This is an optimization exercise on Yosys and OpenROAD, whose aim is small area, not a production implementation. Only simulation tests tie the RTL to the original design; equivalence was not proved. No activity file was given, so power comes from the tool's default toggle rates.

File: flow/run.sh
#!/bin/bash
# synth_recipe.tcl (not shown) runs the flow's synth.tcl, then flattens the netlist and writes it again
# the make line also repeats each setting of config.mk as NAME=value (left out here)
make -C /OpenROAD-flow-scripts/flow DESIGN_CONFIG=/design/flow/config.mk WORK_HOME=/design/flow/orfs CLKGATE_MAP_FILE= SYNTH_SCRIPT=/design/flow/synth_recipe.tcl finish
File: flow/config.mk
export PLATFORM = sky130hd
export DESIGN_NAME = SD_TOP
export DESIGN_NICKNAME = SD_TOP
export VERILOG_FILES = /design/flow/design.v
export SDC_FILE = /design/flow/constraint.sdc
export NUM_CORES = 4
export LEC_CHECK = 0
export CAP_MARGIN = 20
export CORE_MARGIN = 2
export CORE_UTILIZATION = 40
export PLACE_DENSITY = 0.6
export SLEW_MARGIN = 20
File: flow/constraint.sdc
create_clock -name core_clock -period 10.0 [get_ports {clk}]
set_input_delay 2.0000 -clock core_clock [delete_from_list [all_inputs] [get_ports {clk}]]
set_output_delay 2.0000 -clock core_clock [all_outputs]
set_load 0.01 [all_outputs]
File: flow/design.v
module SD_TOP(
    input      rst_n,
    input      clk,
    input      SD_MISO,
    output     SD_CK,
    output     SD_MOSI,
    output     SD_CSn
);
reg  SD_CLK;
always@(posedge clk or negedge rst_n)begin
    if(!rst_n)begin
        SD_CLK <= 1'b0;
    end
    else begin
        SD_CLK <= ~SD_CLK;
    end
end
wire SD_CLK_rise  = ~SD_CLK;
reg  SD_CLK1;
always@(posedge clk or negedge rst_n)begin
    if(!rst_n)begin
        SD_CLK1 <= 1'b0;
    end
    else if(SD_CLK_rise)begin
        SD_CLK1 <= ~SD_CLK1;
    end
end
wire SD_CLK1_rise = SD_CLK_rise & ~SD_CLK1;
reg  SD_CLK2;
always@(posedge clk or negedge rst_n)begin
    if(!rst_n)begin
        SD_CLK2 <= 1'b0;
    end
    else if(SD_CLK1_rise)begin
        SD_CLK2 <= ~SD_CLK2;
    end
end
wire SD_CLK2_rise = SD_CLK1_rise & ~SD_CLK2;
reg  SD_CLK3;
always@(posedge clk or negedge rst_n)begin
    if(!rst_n)begin
        SD_CLK3 <= 1'b0;
    end
    else if(SD_CLK2_rise)begin
        SD_CLK3 <= ~SD_CLK3;
    end
end
wire ck_rise = SD_CLK2_rise & ~SD_CLK3;
wire ck_fall = SD_CLK2_rise &  SD_CLK3;
wire SD_MOSI_init,SD_MOSI_read,SD_MOSI_write;
wire SD_CSn_init,SD_CSn_read,SD_CSn_write;
wire init_o,read_ok,write_ok;
sd_initial sd_initial(
     .rst_n     (rst_n        )
    ,.clk       (clk          )
    ,.ck_rise   (ck_rise      )
    ,.ck_fall   (ck_fall      )
    ,.SD_MISO   (SD_MISO      )
    ,.SD_CSn    (SD_CSn_init  )
    ,.SD_MOSI   (SD_MOSI_init )
    ,.init_ok   (init_o       )
);
sd_read sd_read(
     .rst_n      (rst_n         )
    ,.SD_MISO    (SD_MISO       )
    ,.clk        (clk           )
    ,.ck_rise    (ck_rise       )
    ,.ck_fall    (ck_fall       )
    ,.SD_MOSI    (SD_MOSI_read  )
    ,.SD_CSn     (SD_CSn_read   )
    ,.init_o     (init_o        )
    ,.read_seq   (1'b1          ) 
    ,.ok         (read_ok     )
);
sd_write sd_write(
     .rst_n      (rst_n         )
    ,.SD_MISO    (SD_MISO       )
    ,.clk        (clk           )
    ,.ck_rise    (ck_rise       )
    ,.ck_fall    (ck_fall       )
    ,.SD_MOSI    (SD_MOSI_write )
    ,.SD_CSn     (SD_CSn_write  )
    ,.init_o     (init_o        )
    ,.write_seq  (read_ok       ) 
    ,.ok         (write_ok      )
);
assign SD_MOSI = SD_MOSI_init&SD_MOSI_read&SD_MOSI_write;
assign SD_CSn  = SD_CSn_init &SD_CSn_read &SD_CSn_write;
assign SD_CK   = SD_CLK3;
endmodule
module sd_initial(
    input           rst_n,
    input           clk,
    input           ck_rise, 
    input           ck_fall, 
    input           SD_MISO,
    output          SD_MOSI,
    output          SD_CSn,
    output          init_ok
);
parameter idle        =4'b0000;  
parameter send_cmd0   =4'b0001;  
parameter wait_01     =4'b0010;  
parameter waitb       =4'b0011;  
parameter send_cmd8   =4'b0100;  
parameter waita       =4'b0101;  
parameter send_cmd55  =4'b0110;  
parameter send_acmd41 =4'b0111;  
parameter init_done   =4'b1000;  
parameter init_fail   =4'b1001;  
parameter dummy       =4'b1010;  
reg      en; 
reg[5:0] rx_cnt; 
reg      rx_valid;
reg[47:0]rx;
reg[5:0] state,next_state;
reg      init_o,next_init_o;
reg      SD_DATAIN,next_SD_DATAIN;
reg      SD_CS,next_SD_CS;
reg[5:0] tx_cnt,next_tx_cnt;
reg[47:0]data,next_data;
reg[9:0] cnt,next_cnt;
wire     SD_DATAOUT;
always@(posedge clk or negedge rst_n)begin
    if(!rst_n)begin
        en       <= 1'b0;
        rx_valid <= 1'b0;
        rx_cnt   <= 0;
        rx       <= 48'hff_ff_ff_ff_ff_ff;
    end
    else if(ck_rise)begin
        if(!SD_DATAIN)begin
            rx <= 48'hff_ff_ff_ff_ff_ff;
            en <= 1'b0;
        end
        else if(!SD_DATAOUT&!en)begin
            rx[47:0] <= {rx[46:0],SD_DATAOUT};
            rx_valid <= 1'b0;
            en       <= 1'b1;
            rx_cnt   <= 47;
        end
        else if(en)begin
            rx_cnt   <= rx_cnt - |rx_cnt;
            if(|rx_cnt)begin
                rx[47:0] <= {rx[46:0],SD_DATAOUT};
            end
            else begin
                rx_valid <= 1'b1;
                en       <= 1'b0;
            end
        end
        else begin
            rx_valid <= 1'b0;
        end
    end
end
always@(posedge clk or negedge rst_n)begin
    if(!rst_n)begin
        state     <= idle;
        init_o    <= 1'b0;
        SD_DATAIN <= 1'b1;
        SD_CS     <= 1'b1;
        tx_cnt    <= 0;
        data      <= 0;
        cnt       <= 0;
    end
    else if(ck_fall)begin
        state     <= next_state;
        init_o    <= next_init_o;
        SD_DATAIN <= next_SD_DATAIN;
        SD_CS     <= next_SD_CS;
        tx_cnt    <= next_tx_cnt;
        data      <= next_data;
        cnt       <= next_cnt;
    end
end
always@(*)begin
    next_state     = state;
    next_tx_cnt    = tx_cnt - |tx_cnt;
    next_init_o    = init_o;
    next_SD_DATAIN = SD_DATAIN;
    next_SD_CS     = SD_CS;
    next_data      = data;
    next_cnt       = cnt  - |cnt;
    case(state)
        idle:begin
            next_cnt       = 1023;
            next_SD_CS     = 1'b1;
            next_SD_DATAIN = 1'b1;
            next_init_o    = 1'b0;
            next_state     = dummy;
        end
        dummy:begin
            if(|cnt)begin
                next_state = dummy;
            end
            else begin
                next_SD_CS  = 1'b1;
                next_state  = send_cmd0;
                next_data   = {8'h40,8'h00,8'h00,8'h00,8'h00,8'h95};
                next_tx_cnt = 48;
                next_cnt    = 0;
            end
        end
        send_cmd0:begin 
            if(|tx_cnt)begin
                next_SD_CS     = 1'b0;
                next_SD_DATAIN = data[tx_cnt-1];
            end
            else begin
                next_SD_CS     = 1'b0;
                next_SD_DATAIN = 1'b1;
                next_state     = wait_01;
            end
        end
        wait_01:begin 
            if(rx_valid)begin
                next_SD_CS     = 1'b1;
                next_SD_DATAIN = 1'b1;
                if(rx[47:40]==8'h01)begin
                    next_state = waitb;
                    next_cnt   = 1023;
                end
                else begin
                    next_state = idle;
                end
            end
            else begin
                next_SD_CS     = 1'b0;
                next_SD_DATAIN = 1'b1;
            end
        end
        waitb:begin 
            next_SD_CS     = 1'b1;
            next_SD_DATAIN = 1'b1;
            if(|cnt)begin
                next_state = waitb;
            end
            else begin
                next_state  = send_cmd8;
                next_data   = {8'h48,8'h00,8'h00,8'h01,8'haa,8'h87};
                next_tx_cnt = 48;
            end
        end
        send_cmd8:begin 
            next_SD_CS     = 1'b0;
            if(|tx_cnt)begin
                next_SD_DATAIN = data[tx_cnt-1];
                next_state     = send_cmd8;
            end
            else begin
                next_state     = waita;
                next_SD_DATAIN = 1'b1;
            end
        end
        waita:begin 
            if(rx_valid)begin
                if(rx[19:16]==4'b0001)begin
                    next_state  = send_cmd55;
                    next_data   = {8'h77,8'h00,8'h00,8'h00,8'h00,8'hff};
                    next_tx_cnt = 48;
                end
                else begin
                    next_state = init_fail;
                end
                next_SD_CS = 1'b1;
            end
            else begin
                next_SD_CS     = 1'b0;
                next_SD_DATAIN = 1'b1;
                next_state     = waita;
            end
        end
        send_cmd55:begin
            if(|tx_cnt)begin
                next_SD_CS = 1'b0;
                next_SD_DATAIN = data[tx_cnt-1];
                next_state     = send_cmd55;
                next_cnt       = tx_cnt==1 ? 127 : cnt;
            end
            else if(|cnt)begin
               next_SD_DATAIN  = 1'b1;
               if(rx_valid&rx[47:40]==8'h01)begin 
                   next_state  = send_acmd41;
                   next_data   = {8'h69,8'h40,8'h00,8'h00,8'h00,8'hff};
                   next_tx_cnt = 48;
                   next_cnt    = 0;
                   next_SD_CS = 1'b1;
               end
               else begin
                   next_state = send_cmd55;
                   next_SD_CS = 1'b0;
               end
            end
            else begin
                next_SD_CS = 1'b1;
                next_state = init_fail;
            end
        end
        send_acmd41:begin
            if(|tx_cnt)begin
                next_SD_CS = 1'b0;
                next_SD_DATAIN = data[tx_cnt-1];
                next_state     = send_acmd41;
                next_cnt       = tx_cnt==1 ? 127 : cnt;
            end
            else if(|cnt)begin
                next_SD_CS = 1'b0;
                next_SD_DATAIN = 1'b1;
                if(rx_valid&rx[47:40]==8'h00)begin
                    next_state = init_done;
                end
                else begin
                    next_state = send_acmd41;
                end
            end
            else begin
                next_SD_CS = 1'b1;
                next_state = init_fail;
            end
        end
        init_done:begin
            next_init_o    = 1'b1;
            next_SD_CS     = 1'b1;
            next_SD_DATAIN = 1'b1;
        end
        init_fail:begin
            next_init_o    = 1'b0;
            next_SD_CS     = 1'b1;
            next_SD_DATAIN = 1'b1;
            next_state     = waitb; 
        end
        default:begin
            next_state     = idle; 
            next_init_o    = 1'b0;
            next_SD_CS     = 1'b1;
            next_SD_DATAIN = 1'b1;
        end
    endcase
end
assign SD_DATAOUT = SD_MISO;
assign SD_MOSI    = SD_DATAIN;
assign SD_CSn     = SD_CS;
assign init_ok    = init_o;
endmodule
module sd_read(
    input      rst_n,
    input           clk,
    input           ck_rise, 
    input           ck_fall, 
    input      SD_MISO,
    output     SD_MOSI,
    output     SD_CSn,
    input      init_o,
    input      read_seq,
    output     ok
);
reg[7:0] rx;
reg[3:0] rx_cnt;
reg      rx_valid;
reg      en;
reg SD_DATAIN,next_SD_DATAIN;
assign SD_MOSI    = SD_DATAIN;
wire   SD_DATAOUT = SD_MISO;
always@(posedge clk or negedge rst_n)begin
    if(!rst_n)begin
        rx <= 0;
    end
    else if(ck_rise)begin
        rx <= {rx[6:0],SD_DATAOUT};
    end
end
always@(posedge clk or negedge rst_n)begin
    if(!rst_n)begin
        en       <= 1'b1;
        rx_cnt   <= 0;
        rx_valid <= 1'b0;
    end
    else if(ck_rise)begin
    if(!SD_DATAIN)begin
        rx_valid <= 1'b0;
    end
    else if(!SD_DATAOUT&!en)begin
        en <= 1'b1;
    end
    else if(en)begin
        rx_cnt <= rx_cnt - |rx_cnt;
        if(~|rx_cnt)begin
            rx_valid <= 1'b1;
        end
    end
    else begin
        en       <= 1'b0;
        rx_valid <= 1'b0;
    end
    end
end
reg[47:0] data,next_data;
reg[5:0]  state,next_state;
reg[12:0]  cnt,next_cnt;
parameter idle          = 6'h00;
parameter read_cmd      = 6'h01;
parameter read_cmd_resp = 6'h02;
parameter dummy         = 6'h03;
parameter read_start    = 6'h04;
parameter read          = 6'h05;
parameter read_done     = 6'h06;
reg[5:0] tx_cnt,next_tx_cnt;
reg      SD_CS,next_SD_CS;
reg      read_ok,next_read_ok;
reg[11:0] s_cnt,next_s_cnt;
always@(posedge clk or negedge rst_n)begin
    if(!rst_n)begin
        state     <= idle;
        data      <= 0;
        tx_cnt    <= 0;
        cnt       <= 0;
        SD_CS     <= 0;
        SD_DATAIN <= 1'b0;
        read_ok   <= 1'b0;
        s_cnt     <= 0;
    end
    else if(ck_fall)begin
        state      <= next_state;
        tx_cnt     <= next_tx_cnt;
        data       <= next_data;
        cnt        <= next_cnt;
        SD_CS      <= next_SD_CS;
        SD_DATAIN  <= next_SD_DATAIN;
        read_ok    <= next_read_ok;
        s_cnt      <= next_s_cnt;
    end
end
always@(*)begin
    next_state     = state;
    next_data      = data;
    next_tx_cnt    = tx_cnt - |tx_cnt;
    next_cnt       = cnt - |cnt;
    next_SD_CS     = SD_CS;
    next_SD_DATAIN = SD_DATAIN;
    next_read_ok   = read_ok;
    next_s_cnt     = s_cnt -((|s_cnt)&(tx_cnt==1));
    case(state)
        idle:begin
            next_SD_CS     = 1'b1;
            next_SD_DATAIN = 1'b1;
            if(!init_o)begin
                next_state = state;
            end
            else if(read_seq)begin
                next_state  = read_cmd;
                next_data   = {8'h51,8'h0,8'h0,8'h0,8'h0,8'hff};
                next_cnt    = 48;
            end
        end
        read_cmd:begin
            if(|cnt)begin
                next_tx_cnt = 48;
            end
            else begin
                next_SD_CS     = 1'b0;
                if(|tx_cnt)begin
                    next_state     = read_cmd;
                    next_SD_DATAIN = data[tx_cnt-1];
                end
                else begin
                    next_SD_DATAIN = 1'b1;
                    next_state     = read_cmd_resp;
                    next_cnt       = 128;
                end
            end
        end
        read_cmd_resp:begin
            if(|cnt)begin
                if(rx==8'h0)begin
                    next_state = dummy;
                    next_cnt   = 2048;
                    next_SD_CS = 1'b0;
                end
                else begin
                    next_state = read_cmd_resp;
                    next_SD_CS = 1'b0;
                end
            end
            else begin 
                next_state = idle;
                next_SD_CS = 1'b1;
            end
        end
        dummy:begin
            if(|cnt)begin
                if(rx==8'hfe)begin
                    next_state  = read;
                    next_s_cnt  = 512+1;
                    next_tx_cnt = 8;
                    next_cnt    = 0;
                end
                else begin
                    next_state = dummy;
                end
            end
            else begin
                next_state = idle;
            end
        end
        read:begin 
            if(|tx_cnt|(|s_cnt))begin
                if(tx_cnt==1)begin
                    next_tx_cnt = s_cnt==1 ? 0 :8;
                end
                next_SD_CS = 1'b0;
                next_state = read;
            end
            else begin
                next_SD_CS     = 1'b0;
                next_state     = read_done;
            end
        end
        read_done:begin
            next_SD_CS = 1'b1;
            next_read_ok = 1'b1;
        end
     endcase
end
assign ok         = read_ok;
assign SD_CSn     = SD_CS;
endmodule
module sd_write(
    input      rst_n,
    input           clk,
    input           ck_rise, 
    input           ck_fall, 
    input      SD_MISO,
    output     SD_MOSI,
    output     SD_CSn,
    input      init_o,
    input      write_seq,
    output     ok
);
parameter idle        = 0;
parameter write_cmd   = 1;
parameter wait_8clk   = 2;
parameter write_data  = 3;
parameter write_dummy = 4;
parameter write_done  = 5;
reg[5:0]          state,next_state;
reg[48:0]         data,next_data;
reg[12:0]         tx_cnt,next_tx_cnt;
reg[10:0]         cnt,next_cnt;
reg[9:0]          s_cnt,next_s_cnt;
reg               SD_CS,next_SD_CS;
reg[47:0]         rx;
reg[7:0]          rx_cnt;
reg               rx_valid;
reg               en;
reg SD_DATAIN,next_SD_DATAIN;
assign SD_MOSI    = SD_DATAIN;
wire   SD_DATAOUT = SD_MISO;
reg write_ok,next_write_ok;
always@(posedge clk or negedge rst_n)begin
    if(!rst_n)begin
        state     <= 0;
        SD_CS     <= 1'b0;
        SD_DATAIN <= 1'b1;
        tx_cnt    <= 0;
        cnt       <= 0;
        s_cnt     <= 0;
        data      <= 0;
        write_ok  <= 0;
    end
    else if(ck_fall)begin
        state     <= next_state;
        SD_CS     <= next_SD_CS;
        SD_DATAIN <= next_SD_DATAIN;
        tx_cnt    <= next_tx_cnt;
        cnt       <= next_cnt;
        data      <= next_data;
        write_ok  <= next_write_ok;
        s_cnt     <= next_s_cnt;
    end
end
reg KKK;
always@(*)begin
    next_state     = state;
    next_SD_CS     = SD_CS;
    next_SD_DATAIN = SD_DATAIN;
    next_tx_cnt    = tx_cnt-|tx_cnt;
    next_cnt       = cnt-|cnt;
    next_data      = data;
    next_write_ok  = write_ok;
    next_s_cnt     = s_cnt - ((|s_cnt)&(tx_cnt==1));
    case(state)
        idle:begin
            next_SD_CS     = 1'b1;
            next_SD_DATAIN = 1'b1;
            if(!init_o)begin
                next_state = idle;
            end
            else if(write_seq)begin
                next_data   = {8'h58,8'h0,8'h0,8'h0,8'h0,8'hff};
                next_tx_cnt = 48;
                next_state  = write_cmd;
            end
        end
        write_cmd:begin
            if(|tx_cnt)begin
                next_SD_CS     = 1'b0;
                next_SD_DATAIN = data[tx_cnt-1];
                next_state     = write_cmd;
                next_cnt       = 2047;
            end
            else if(|cnt)begin
                if(rx[47:40]==8'h0)begin
                    next_state     = write_data;
                    next_tx_cnt    = 8;
                    next_s_cnt     = 1+512+2; 
                    next_data      = 8'hfe;
                    next_SD_DATAIN = 1'b1;
                    next_SD_CS     = 1'b1;
                end
            end
            else begin
                next_state = idle;
            end
        end
        write_data:begin
            if((|tx_cnt)|(|s_cnt))begin
                if(tx_cnt==1)begin
                    next_data   = s_cnt==3|s_cnt==2 ? 8'hff : s_cnt;
                    next_tx_cnt = s_cnt==1 ? 0 : 8;
                end
                next_SD_CS     = 1'b0;
                next_SD_DATAIN = data[tx_cnt-1];
            end
            else begin
                next_state     = write_dummy;
                next_cnt       = 8;
                next_SD_CS     = 1'b0;
                next_SD_DATAIN = 1'b1;
            end
        end
        write_dummy:begin
            if(rx[47:40]==8'he5)begin 
                next_state = write_done;
                next_SD_CS = 1'b0;
            end
        end
        write_done:begin
            if(rx[47:40]==8'hff)begin
                next_write_ok = 1'b1;
                next_SD_CS    = 1'b1;
            end
        end
    endcase
end
assign ok = write_ok;
always@(posedge clk or negedge rst_n)begin
    if(!rst_n)begin
        rx <= 0;
    end
    else if(ck_rise)begin
    if(!SD_DATAIN)begin
        rx <= 48'hff_ff_ff_ff_ff_ff;
    end
    else begin
        rx <= {rx[46:0],SD_DATAOUT};
    end
    end
end
always@(posedge clk or negedge rst_n)begin
    if(!rst_n)begin
        en       <= 1'b1;
        rx_cnt   <= 0;
        rx_valid <= 1'b0;
    end
    else if(ck_rise)begin
    if(!SD_DATAIN)begin
        rx_valid <= 1'b0;
        rx_cnt   <= 48;
    end
    else if(!SD_DATAOUT&!en)begin
        en <= 1'b1;
    end
    else if(en)begin
        rx_cnt <= rx_cnt - |rx_cnt;
        if(~|rx_cnt)begin
            rx_valid <= 1'b1;
        end
    end
    else begin
        en       <= 1'b0;
        rx_valid <= 1'b0;
    end
    end
end
assign SD_CSn = SD_CS;
endmodule
==> implementation parameters <==
Parameter                              Value

Floorplanning
  Die width ... around 180 um
  Die area ... approximately 34,000 um^2
  Row count ... between 60 and 70
  Number of top-level pins ... 6
  Vert. Die Dim ... 184.3 um
  Initial standard-cell utilization of the core ... 0.4028
  Core region area ... 32,290 um^2

Placed design
  Weighted congestion at the end of routability-driven global placement ... between 0.8 and 0.9
  DPL Wire Length ... between 15,000 and 20,000 um
  Port bufs ... 5

STA
  Final count of hold timing violations ... 0
  Number of setup violations in the final report ... 0
  Post-Route Hold Slack ... between 0.4 and 0.5 ns
  RSZ-0062 raised after global routing ... false
  Max Freq ... around 0.23 GHz
  Worst clock skew ... 0.01791 ns
  Summed negative setup slack over all endpoints ... 0 ns
  Measured slew at the worst slew-check pin ... roughly 0.98 ns
  Max transition margin ... 0.3473
  Final worst-path cycle share ... 0.4406
  Final max-slew violation count ... 0
  Post-layout minimum cycle time ... 4.406 ns

Run
  Number of maximum-capacitance violations ... 0

Clock tree
  TritonCTS clock tree ... built
  Num CTS Buffers ... 28
  Quantity of hold-fixing buffers added after cts ... 0
  Clock transition at the registers of the reported paths ... 0.06 ns
  Clock root buffer ... clkbuf_16
  Deepest level of the CTS H-tree ... 1
  Setup Fix Bufs, Post-CTS ... 0
  # resized after CTS ... 0
  Longest Clk Path Bufs ... 3
  Worst-skew pair later-pin latency ... ~0.54 ns
  Total clock sinks ... roughly 240

Outcome
  Run status ... timing/DRC/antenna clean

Synthesis
  Number of synthesized register bits ... 235
  Part of the Yosys area used for sequential elements ... 0.4570
  Primary FF master, synth ... dfrtp_1
  Post-Syn Area per Cell ... approximately 8.7 um^2
  Post-synth top area share ... 0.3540
  Synth unique cells ... 89
  Count of warnings emitted by yosys ... 4
  Main combinational cell family by area after synthesis ... simple AND/OR/NAND/NOR gates
  Leading post-synthesis cells by cell area ... dfrtp_1, dfstp_2, o21ai_0
  Syn nets ... about 1,500
  Multiplexer share of the synthesized area ... 0.02241
  Adder and majority cell fraction of the synthesized area ... 0.02405
  Area share of and/or/nand/nor cells after synthesis ... 0.2341
  Area fraction in compound gates after synthesis ... 0.1833
  Xor-xnor portion of the synthesized cell area ... 0.03030
  Number of enable-type register cells in the synthesized netlist ... 0
  Cells after Synth ... ~1,500
  Ys async rst share ... 1.000
  Post-synthesis cell type with the largest combined area ... dfrtp_1
  Cell area after synthesis ... roughly 13,000 um^2

Setup path
  Path type of the worst setup path ... register to output port
  Worst path required time ... roughly 8 ns
  Category of cells accounting for the largest share of critical-path delay ... flip-flops
  Highest cell delay on the worst timing path ... between 1 and 1.5 ns
  CP arrival ... approximately 2.4 ns
  Type of origin of the critical path ... register
  Crit path buffers/inverters ... 1
  Ordered list of cells on the worst path ... and3_1 > clkdlybuf4s50_1
  Crit path capture type ... output port
  Highest net fanout along the worst path ... 50
  Crit-path slowest cell ... dfstp_2

Power and ir drop
  PD cells ... 146.7 nW/um^2
  Pleak ... around 6.0 nW
  IR drop worst, VDD ... 0.1504 mV

Finish
  Ant. Diodes ... 0
  Highest-count cells in the layout ignoring fill and taps ... dfrtp_1, nor2_1, nand2_1, o21ai_0, a21oi_1
  Most common library cell in the layout ignoring fill and taps ... dfrtp_1
  # nets final ... 1,465
  Share of post-route cells with drive strength above 1 ... 0.1049
  Layout overhead on the synthesized area ... 9.909%

Global route
  Overflow after GRT ... 0
  Via count of the first global-routing pass ... about 10,000
  Maximum number of pins on one net before global-route repair ... between 100 and 150
  GRT Resource Usage Total ... 0.1668
  Wire length of the first global-routing pass ... between 40,000 and 50,000 um
  Initial antenna violation count ... 0

Route
  Post-detailed-route count of antenna-violating nets ... 0
  Detailed Route WL ... between 20,000 and 30,000 um
  1st-pass router iterations ... 5
  Detailed-route wire length per cell ... approximately 15 um
  DR vias ... ~10,000
  Violation count after the first detailed-routing iteration ... ~700
  DRC violation count after routing ... 0
  Via density ... ~5.5

Worst hold path
  Classification of the worst-slack hold path ... register to register
-- report_power, final --
| group | switching [mW] | total [mW] | internal (mW) |
|---|---|---|---|
| sequential | 0.0178 | 1.01 | 0.995 |
| clock | 0.393 | 1.03 | 0.639 |
| combinational | 0.0361 | 0.0538 | 0.0176 |
| total | 0.447 | 2.10 | 1.65 |
-- per-stage QoR --
| step | instances | cell area, um^2 | utilization | worst slack (ns) | total power [mW] |
|---|---|---|---|---|---|
| 2_1_floorplan | 1487 | 13010 | - | 6.779 | 1.053 |
| 3_3_place_gp | 1849 | 13340 | 0.4130 | 5.748 | 1.082 |
| 3_5_place_dp | 1849 | 13340 | 0.4130 | 5.685 | 1.085 |
| 4_1_cts | 1900 | 14300 | 0.4427 | 5.524 | 2.135 |
| 5_1_grt | 1900 | 14300 | 0.4427 | 5.443 | 2.184 |
| 6_report | 1900 | 14300 | 0.4427 | 5.594 | 2.098 |
-- Yosys cell counts, types with 20 or more instances --
library cell	count
nor3b_1	28
clkbuf_1	75
a21oi_1	72
nor4_1	20
nand3_1	30
o21ai_0	152
nor2_1	180
a31oi_1	43
dfrtp_1	184
inv_1	62
nor2b_1	23
nand2_1	168
dfstp_2	51
xnor2_1	28
nor3_1	57
ha_1	25
-- final cells by class --
cell class                      count  area (um^2)
Clock buffer                       45        899.6
Sequential cell                   235         5944
Tap cell                          442        553.0
Inverter                           65        249.0
Fill cell                        3089        17990
Multi-Input combinational cell   1091         6452
Timing Repair Buffer               16        137.6
Clock inverter                      6        58.81
-- worst paths after layout --
| path | cells after the start | endpoint | from | slack (ns) |
|---|---|---|---|---|
| setup / recovery | 2 | SD_MOSI | sd_write.SD_DATAIN | 5.59 |
| hold / removal | 2 | sd_initial.rx[31] | sd_initial.rx[31] | 0.48 |
| setup reg to reg | 11 | sd_read.cnt[10] | sd_read.cnt[7] | 6.77 |
| hold reg to reg | 2 | sd_initial.rx[31] | sd_initial.rx[31] | 0.48 |
| max in group asynchronous | 3 | sd_read.s_cnt[3] | rst_n | 6.46 |
| min in group asynchronous | 1 | sd_initial.data[43] | rst_n | 1.59 |
-- sequential cells by signal, indices dropped and copies added, names as in the netlist, 11 cells and up --
register	cells
sd_write.rx	48
sd_read.s_cnt	12
sd_write.tx_cnt	13
sd_initial.rx	48
sd_write.data	11
sd_read.cnt	13
sd_write.cnt	11
-- kinds of logic after synthesis --
kind of cell	after synthesis
adders and majority gates	25
AOI/OAI and AO/OA	385
and+or+nand+nor	613
DFF	235
xor gates and xnor gates	45
muxes	23
buffers and inverters	161
-- tightest hold or removal path: stages, from the launching register on --
cell and delay, ns:
dfstp_2 0.37, nand2_1 0.04, o21ai_0 0.06
-- metal layers --
layer / wire length, um / track usage / share of wire
met2: 12770 / 0.2750 / 0.46
met1: 13340 / 0.2324 / 0.48
met4: 466 / 0.03808 / 0.017
met3: 1082 / 0.02391 / 0.039
met5: 0 / 0 / 0

==> afterwards: timing with drivers on the ports <==
No port has a modelled driver above. Below, the same layout with a new extraction and two added sets of constraints. Step 1 sets driving cells, clkbuf_16 on the clock port and buf_2 on the other inputs (assumed; they add their load-dependent delay and slew). Step 2 moves the port delays by t, midway between the first and last clock arrival at a register: inputs arrive t later, outputs are due t later. That takes back most of the time a late clock gives input paths. Three values: ideal, step 1, step 2; two values: the first two.
t, ns: 0.581
slack for setup (ns): 5.594 / 5.545 / 5.884
worst register clock-pin slew, ns: 0.06 / 0.06
worst data-port slew with drivers (ns): 0.05
After both steps setup and hold are still met in this run. The setup slack of this run moves by -0.049 ns with the drivers and by +0.290 ns with both steps. The worst setup slack also covers recovery checks on asynchronous resets.
